This design comes from an exercise in tuning for small area and a short achievable clock period on the open sky130 flow, not from production work.
RTL that was checked went through simulation tests only; none was proved equivalent to the original.
Power is estimated from default activity; no workload was simulated.

== west ==
==> flow/design.v <==
module SPI_RAM (din, dout ,rx_valid, tx_valid , clk, rst_n);
parameter MEM_DEPTH=256;
parameter ADDR_SIZE=8;
input clk, rst_n, rx_valid;
input [9:0] din;
output  reg tx_valid;
output reg [ADDR_SIZE-1:0] dout;
reg [2:0] ra_j;     
reg [3:0] ra_hi;    
reg [7:0] ra_lo;    
reg [7:0] rdbuf;    
reg       pend;     
reg [3:0] ph;       
reg       slot;     
reg [7:0] tapreg;   
wire       cmd  = rst_n & rx_valid;
wire       land = pend & slot;
wire [7:0] s6 [0:31];
reg  [7:0] grp [0:3];
reg  [7:0] tap;
genvar g;
generate
  for (g = 0; g < 32; g = g + 1) begin : rg
    reg [63:0] s;
    wire we = land & ra_hi[g / 8] & ra_lo[g % 8];
    always @(posedge clk)
      s <= {s[55:0], we ? (rdbuf ^ {8{ph[3]}}) : ~s[63:56]};
    assign s6[g] = s[55:48];
  end
endgenerate
integer h, l;
always @(*) begin
  for (h = 0; h < 4; h = h + 1) begin
    grp[h] = 8'd0;
    for (l = 0; l < 8; l = l + 1)
      grp[h] = grp[h] | ({8{ra_lo[l]}} & s6[h*8 + l]);
  end
  tap = 8'd0;
  for (h = 0; h < 4; h = h + 1)
    tap = tap | ({8{ra_hi[h]}} & grp[h]);
end
always @(posedge clk) begin
  ph     <= ph + 4'd1;
  slot   <= (ph[2:0] + 3'd1) == ra_j;
  tapreg <= tap;
end
always @(posedge clk) begin
  if (cmd && ~din[8]) begin
    ra_j  <= din[2:0];
    ra_hi <= 4'b1 << din[7:6];
    ra_lo <= 8'b1 << din[5:3];
  end
end
always @(posedge clk) begin
  if (cmd && din[9:8] == 2'b01) begin
    rdbuf <= din[7:0];
    pend  <= 1'b1;
  end
  else if (slot) begin
    if (pend)
      pend <= 1'b0;
    else
      rdbuf <= tapreg ^ {8{~ph[3]}};
  end
end
always @(posedge clk or negedge rst_n) begin
	if (~rst_n) begin
		dout<=0;
		tx_valid<=0;
	end
	else if (rx_valid) begin
		if (din[9:8] == 2'b11) begin
		    dout<= rdbuf;
		    tx_valid<=1;
		end
	end
end
endmodule
module SPI_SLAVE (MOSI,MISO,SS_n,clk,rst_n,rx_data,rx_valid, tx_data, tx_valid);
input MOSI,SS_n,clk,rst_n,tx_valid;
input [7:0] tx_data;
output reg MISO;
output reg rx_valid;
output reg [9:0] rx_data; 
localparam [2:0] IDLE=3'd0, CHK_CMD=3'd1, WRITE=3'd2, READ_ADD=3'd3, READ_DATA=3'd4;
reg [2:0] cs,ns;
reg rd_flag;  
reg [3:0] state_countout;
reg[3:0] MISO_CountOut;
wire counter_enable;  
wire counter_done;  
reg MISO_CountEn; 
wire MISO_CountDone;
always@(posedge clk or negedge rst_n) begin
  if(~rst_n) begin
    cs<= IDLE;
  end
  else begin
    cs<=ns;
  end
end  
always@(*) begin
  case(cs)
  IDLE: begin 
    if(~SS_n) 
      ns=CHK_CMD;
    else 
      ns=IDLE;
  end
  CHK_CMD:
    if(~SS_n) begin
      if(MOSI && ~rd_flag) begin
         ns=READ_ADD;
        end
        else if(MOSI && rd_flag) begin
         ns=READ_DATA;
        end
        else begin
         ns=WRITE;
        end
    end
    else begin
      ns=IDLE;
    end
  READ_DATA:
    if(SS_n) begin
      ns=IDLE;
    end
    else begin
      ns=READ_DATA;
    end
  READ_ADD:
    if(SS_n) begin
      ns=IDLE;
    end
    else begin
      ns=READ_ADD;
    end
  WRITE:
     if(SS_n) begin
      ns=IDLE;
    end
    else begin
      ns=WRITE;
    end
default:begin 
  ns=IDLE;
end
    endcase
end
always@ (posedge clk or negedge  rst_n) begin
  if(!rst_n) begin
    rd_flag<=0;
  end
  else begin
    if(cs!=IDLE) begin
      if(cs==READ_ADD && counter_done) begin
        rd_flag<=1;
      end
      else if (cs==READ_DATA && counter_done && MISO_CountDone)begin
        rd_flag<=0;
      end
    end
  end
end
always@ (posedge clk) begin
  if(cs==IDLE) begin
    MISO<=0; 
    rx_data<=0;
  end
  else begin
  if(counter_enable) begin
    rx_data<={MOSI,rx_data[9:1]};
  end
  if(MISO_CountEn&&(cs==READ_DATA)) begin
    MISO<= tx_data[MISO_CountOut];
  end
end
end
always@(posedge clk or negedge rst_n) begin
  if(~rst_n) begin
    state_countout<=0;
    MISO_CountOut<=7;  
    MISO_CountEn<=0;
  end
  else begin
    if(cs==IDLE)begin
      state_countout<=0;
      MISO_CountOut<=7;
      MISO_CountEn<=0;
    end
    else if(counter_enable) begin
      state_countout<=state_countout+1;
    end
    if(counter_done) begin
      state_countout<=0;
      MISO_CountOut<=7;  
    end
    if(counter_done&&cs==READ_DATA)begin
    MISO_CountEn<=1;
    end
    if(MISO_CountEn) begin
      MISO_CountOut<=MISO_CountOut-1;
    end
    if (MISO_CountDone) begin
      MISO_CountOut<=7;
      MISO_CountEn<=0;
    end
  end  
end
assign counter_enable=(cs != IDLE && cs!=CHK_CMD && ~counter_done && ~MISO_CountEn)?1:0;
assign counter_done = (state_countout==4'b1010)?1:0;
assign MISO_CountDone = (MISO_CountOut== 0)?1:0;
always @(posedge clk ) begin
  if(counter_done)begin
    rx_valid<=1;
  end
  else begin
    rx_valid<=0;
  end
end
endmodule
module SPI_Wrapper(MISO, MOSI, SS_n, rst_n, clk);
input MOSI, SS_n, clk, rst_n;
output MISO;
wire [9:0] rxdata;
wire [7:0] txdata;
wire rx_valid,tx_valid;
SPI_RAM #(256,8) R (rxdata, txdata, rx_valid, tx_valid , clk, rst_n);
SPI_SLAVE  S (MOSI,MISO,SS_n,clk,rst_n,rxdata,rx_valid, txdata, tx_valid);
endmodule
clock: 4.0 ns
lec_check: 0
cap_margin: 20
core_margin: 2
core_utilization: 75
cts_buf_list: sky130_fd_sc_hd__clkbuf_16
cts_cluster_diameter: 70
cts_cluster_size: 32
setup_slack_margin: 2.2
slew_margin: 20
run.sh (not shown) runs the stock make flow with config.mk's settings and CLKGATE_MAP_FILE= SYNTH_SCRIPT=/design/flow/synth_recipe.tcl, a recipe that flattens the netlist after the stock synthesis.
### west -> south
-- flow/design.v --
<<< west, line 13
reg [3:0] ph;       
reg       slot;     
reg [7:0] tapreg;   
wire       cmd  = rst_n & rx_valid;
wire       land = pend & slot;
wire [7:0] s6 [0:31];
reg  [7:0] grp [0:3];
reg  [7:0] tap;
>>> south, line 13
reg [3:0] ph;       
reg       slot;     
wire       cmd  = rst_n & rx_valid;
wire       land = pend & slot;
wire [7:0] s7 [0:31];
reg  [7:0] grp [0:3];
reg  [7:0] tap;
<<< west, line 26
    always @(posedge clk)
      s <= {s[55:0], we ? (rdbuf ^ {8{ph[3]}}) : ~s[63:56]};
    assign s6[g] = s[55:48];
  end
endgenerate
>>> south, line 25
    always @(posedge clk)
      s <= {s[55:0], we ? (rdbuf ^ {8{ph[3]}}) : ~s[63:56]};
    assign s7[g] = s[63:56];
  end
endgenerate
<<< west, line 34
    grp[h] = 8'd0;
    for (l = 0; l < 8; l = l + 1)
      grp[h] = grp[h] | ({8{ra_lo[l]}} & s6[h*8 + l]);
  end
  tap = 8'd0;
>>> south, line 33
    grp[h] = 8'd0;
    for (l = 0; l < 8; l = l + 1)
      grp[h] = grp[h] | ({8{ra_lo[l]}} & s7[h*8 + l]);
  end
  tap = 8'd0;
<<< west, line 43
  ph     <= ph + 4'd1;
  slot   <= (ph[2:0] + 3'd1) == ra_j;
  tapreg <= tap;
end
always @(posedge clk) begin
>>> south, line 42
  ph     <= ph + 4'd1;
  slot   <= (ph[2:0] + 3'd1) == ra_j;
end
always @(posedge clk) begin
<<< west, line 61
      pend <= 1'b0;
    else
      rdbuf <= tapreg ^ {8{~ph[3]}};
  end
end
>>> south, line 59
      pend <= 1'b0;
    else
      rdbuf <= tap ^ {8{~ph[3]}};
  end
end
- Compared with west, in south worst slew margin relative to its limit went up; cell count went down; detailed-route via count went down.
- Summary — flip-flop and latch count, south relative to west: lower, by about 0.4%.
- Delta(worst setup slack, south - west) < 0
- Looking at endpoint of the worst setup timing path, the R.rdbuf[7]$_DFFE_PP_ result is from south; the MISO one comes from west.
No functional check of the RTL was part of any run of this note.


Setup of xenon:
// SPI_Wrapper: RTL as listed in full above, without the edits since
export LEC_CHECK = 0
export ABC_AREA = 1
export CAP_MARGIN = 20
export CORE_MARGIN = 2
export CORE_UTILIZATION = 75
export CTS_BUF_LIST = sky130_fd_sc_hd__clkbuf_16
export CTS_CLUSTER_DIAMETER = 70
export CTS_CLUSTER_SIZE = 32
export SETUP_SLACK_MARGIN = 2.2
export SLEW_MARGIN = 20
create_clock -name core_clock -period 4.0 [get_ports {clk}]
xenon did not stop at any stage, and its layout met the timing, design-rule and antenna checks.
[inputs] harbor vs xenon
==> flow/design.v, changed modules only <==
module SPI_RAM (din, dout ,rx_valid, tx_valid , clk, rst_n);
parameter MEM_DEPTH=256;
parameter ADDR_SIZE=8;
input clk, rst_n, rx_valid;
input [9:0] din;
output  reg tx_valid;
output reg [ADDR_SIZE-1:0] dout;
reg [2:0] ra_j;     
reg [3:0] ra_hi;    
reg [7:0] ra_lo;    
reg [7:0] rdbuf;    
reg       pend;     
reg [2:0] ph;       
reg       slot;     
reg [7:0] tapreg;   
wire       cmd  = rst_n & rx_valid;
wire       land = pend & slot;
wire [7:0] s6 [0:31];
reg  [7:0] grp [0:3];
reg  [7:0] tap6;
genvar g;
generate
  for (g = 0; g < 32; g = g + 1) begin : rg
    reg [63:0] s;
    wire we = land & ra_hi[g / 8] & ra_lo[g % 8];
    always @(posedge clk)
      s <= {s[55:0], we ? rdbuf : s[63:56]};
    assign s6[g] = s[55:48];
  end
endgenerate
integer h, l;
always @(*) begin
  for (h = 0; h < 4; h = h + 1) begin
    grp[h] = 8'd0;
    for (l = 0; l < 8; l = l + 1)
      grp[h] = grp[h] | ({8{ra_lo[l]}} & s6[h*8 + l]);
  end
  tap6 = 8'd0;
  for (h = 0; h < 4; h = h + 1)
    tap6 = tap6 | ({8{ra_hi[h]}} & grp[h]);
end
always @(posedge clk) begin
  ph     <= ph + 3'd1;
  slot   <= (ph + 3'd1) == ra_j;
  tapreg <= tap6;
end
always @(posedge clk) begin
  if (cmd && ~din[8]) begin
    ra_j  <= din[2:0];
    ra_hi <= 4'b1 << din[7:6];
    ra_lo <= 8'b1 << din[5:3];
  end
end
always @(posedge clk) begin
  if (cmd && din[9:8] == 2'b01) begin
    rdbuf <= din[7:0];
    pend  <= 1'b1;
  end
  else if (slot) begin
    if (pend)
      pend <= 1'b0;
    else
      rdbuf <= tapreg;
  end
end
always @(posedge clk or negedge rst_n) begin
	if (~rst_n) begin
		dout<=0;
		tx_valid<=0;
	end
	else if (rx_valid) begin
		if (din[9:8] == 2'b11) begin
		    dout<= rdbuf;
		    tx_valid<=1;
		end
	end
end
endmodule
[summary]
- When harbor is set beside xenon, its wire length turns out to be about 10% smaller.
- Final-layout worst hold slack (lower): harbor
- harbor ends up with a fraction of standard cell area that is sequential that is 1.7 points higher than in xenon.
- harbor ended up with a higher worst slew margin relative to its limit than xenon did.
- ~same post-route fraction of the period consumed by the critical path in harbor and xenon
- Looking at number of global-route vias before repair, harbor sits below xenon.
- Synthesized-area fraction occupied by and/or/nand/nor cells: xenon vs harbor — no meaningful difference
Function not checked in xenon: the RTL went through the layout flow alone.


v6:
Another version of the RTL of SPI_Wrapper (not shown whole).
For scale: roughly 2800 cells after synthesis, about 2100 flip-flops, ~5 I/O pins.
==> flow/design.v (excerpt) <==
module SPI_Wrapper(MISO, MOSI, SS_n, rst_n, clk);
input MOSI, SS_n, clk, rst_n;
output MISO;
wire [9:0] rxdata;
wire [7:0] txdata;
wire rx_valid,tx_valid;
SPI_RAM #(256,8) R (rxdata, txdata, rx_valid, tx_valid , clk, rst_n);
SPI_SLAVE  S (MOSI,MISO,SS_n,clk,rst_n,rxdata,rx_valid, txdata, tx_valid);
endmodule
==> module SPI_RAM, before the edit <==
module SPI_RAM (din, dout ,rx_valid, tx_valid , clk, rst_n);
parameter MEM_DEPTH=256;
parameter ADDR_SIZE=8;
input clk, rst_n, rx_valid;
input [9:0] din;
output  reg tx_valid;
output reg [ADDR_SIZE-1:0] dout;
reg [7:0] read_address;
reg [7:0] rdbuf;    
reg       pend;     
reg [2:0] ph;       
wire [4:0] ra = read_address[7:3];
wire       slot = (ph == read_address[2:0]);
wire       cmd  = rst_n & rx_valid;
wire [255:0] taps;
wire [7:0]   tapsel = taps[ra*8 +: 8];
genvar g;
generate
  for (g = 0; g < 32; g = g + 1) begin : rg
    reg [63:0] s;
    wire we = pend & slot & (ra == g);
    always @(posedge clk)
      s <= {s[55:0], we ? rdbuf : s[63:56]};
    assign taps[g*8 +: 8] = s[63:56];
  end
endgenerate
always @(posedge clk)
  ph <= ph + 3'd1;
always @(posedge clk) begin
  if (cmd && ~din[8])
    read_address <= din[7:0];
end
always @(posedge clk) begin
  if (cmd && din[9:8] == 2'b01) begin
    rdbuf <= din[7:0];
    pend  <= 1'b1;
  end
  else if (slot) begin
    if (pend)
      pend <= 1'b0;
    else
      rdbuf <= tapsel;
  end
end
always @(posedge clk or negedge rst_n) begin
	if (~rst_n) begin
		dout<=0;
		tx_valid<=0;
	end
	else if (rx_valid) begin
		if (din[9:8] == 2'b11) begin
		    dout<= rdbuf;
		    tx_valid<=1;
		end
	end
end
endmodule
==> flow/config.mk <==
export PLATFORM = sky130hd
export DESIGN_NAME = SPI_Wrapper
export DESIGN_NICKNAME = SPI_Wrapper
export VERILOG_FILES = /design/flow/design.v
export SDC_FILE = /design/flow/constraint.sdc
export NUM_CORES = 4
export LEC_CHECK = 0
export CAP_MARGIN = 20
export CORE_MARGIN = 2
export CORE_UTILIZATION = 40
export SLEW_MARGIN = 20
==> flow/constraint.sdc <==
create_clock -name core_clock -period 4.0 [get_ports {clk}]
set_input_delay 0.8000 -clock core_clock [delete_from_list [all_inputs] [get_ports {clk}]]
set_output_delay 0.8000 -clock core_clock [all_outputs]
set_load 0.01 [all_outputs]
Here is what was changed in the inputs of v7 compared with v6.
-- flow/design.v --
<<< v6, line 5
input [9:0] din;
output  reg tx_valid;
output reg [ADDR_SIZE-1:0] dout;
reg [7:0] read_address;
reg [7:0] rdbuf;    
reg       pend;     
reg [2:0] ph;       
wire [4:0] ra = read_address[7:3];
wire       slot = (ph == read_address[2:0]);
wire       cmd  = rst_n & rx_valid;
wire [255:0] taps;
wire [7:0]   tapsel = taps[ra*8 +: 8];
genvar g;
generate
  for (g = 0; g < 32; g = g + 1) begin : rg
    reg [63:0] s;
    wire we = pend & slot & (ra == g);
    always @(posedge clk)
      s <= {s[55:0], we ? rdbuf : s[63:56]};
    assign taps[g*8 +: 8] = s[63:56];
  end
endgenerate
always @(posedge clk)
  ph <= ph + 3'd1;
always @(posedge clk) begin
  if (cmd && ~din[8])
    read_address <= din[7:0];
end
always @(posedge clk) begin
  if (cmd && din[9:8] == 2'b01) begin
    rdbuf <= din[7:0];
    pend  <= 1'b1;
  end
  else if (slot) begin
    if (pend)
      pend <= 1'b0;
    else
      rdbuf <= tapsel;
  end
end
always @(posedge clk or negedge rst_n) begin
	if (~rst_n) begin
>>> v7, line 5
input [9:0] din;
output  reg tx_valid;
output reg [ADDR_SIZE-1:0] dout; 
reg [ADDR_SIZE-1:0]  read_address;  
reg [ADDR_SIZE-1:0] memory [MEM_DEPTH-1:0]; 
always @(posedge clk or negedge rst_n) begin
	if (~rst_n) begin
<<< v6, line 50
	else if (rx_valid) begin
		if (din[9:8] == 2'b11) begin
		    dout<= rdbuf;
		    tx_valid<=1;
		end
	end
end
>>> v7, line 15
	else if (rx_valid) begin
		if (din[9:8] == 2'b11) begin
		    dout<= memory[read_address];
		    tx_valid<=1;
		end
	end
end
always @(posedge clk) begin
	if (rst_n && rx_valid) begin
		case ( din [9:8])
		  2'b00 : begin
		  read_address<= din[ADDR_SIZE-1:0];
          end 
		  2'b01: begin
		    memory[read_address] <= din [ADDR_SIZE-1:0];
          end
		  2'b10: begin
		    read_address<= din [ADDR_SIZE-1:0];
          end
		  default: begin
          end
		endcase        
	end
end
[summary]
Compared with v6, v7 shows a higher buffering stage count on the worst path with inverters included. v7 against v6: utilization decreased by 0.43 points relative to the old numbers; final weighted congestion of routability-driven global placement grew by 0.0097; total standard cell area after synthesis grew by 33000 sq um. When v7 is set beside v6, its sequential cell count turns out to be 0.57% smaller. v7: number of tapcells is 64% higher than what v6 reported. The number of antenna violations at the first check in global routing of v7 is higher than that of v6. Between v6 and v7, sum of met3 wire segment lengths after detailed routing increased. Delta (v7 minus v6): leakage power summed over all cells went up about 34%, shortest clock period the worst path allows after layout moved up, critical-path maximum fanout went up 29, via count increased about 120%.

## what the ideal ports hide
In the flow no input, the clock included, has a driving cell. The finished layouts below were timed again as built, in two steps. Step 1 sets driving cells, clkbuf_16 on the clock port and buf_2 on the other inputs (assumed; they add their load-dependent delay and slew). Step 2 times the ports against the registers' clock, not the clock port: input delays grow and output delays shrink by t, the midpoint of the rising clock arrivals with the driver on. Slacks: ideal / step 1 / step 2; pairs: ideal / step 1.
run | shift t [ns] | setup WS [ns] | worst slew at a driven data input, ns
west | 0.720 | 2.081 / 2.016 / 1.661 | 0.04
south | 0.710 | 1.810 / 1.810 / 1.556 | 0.04
xenon | 0.715 | 2.093 / 2.027 / 1.665 | 0.03
harbor | 0.715 | 2.088 / 2.025 / 1.674 | 0.03
v6 | 0.824 | 0.904 / 0.904 / 0.904 | 0.05
v7 | 0.936 | 0.385 / 0.385 / 0.373 | 0.03
After both steps setup and hold are still met in every run listed. The setup slack of xenon, which loses most, moves by -0.066 ns with the drivers and by -0.428 ns with both steps.
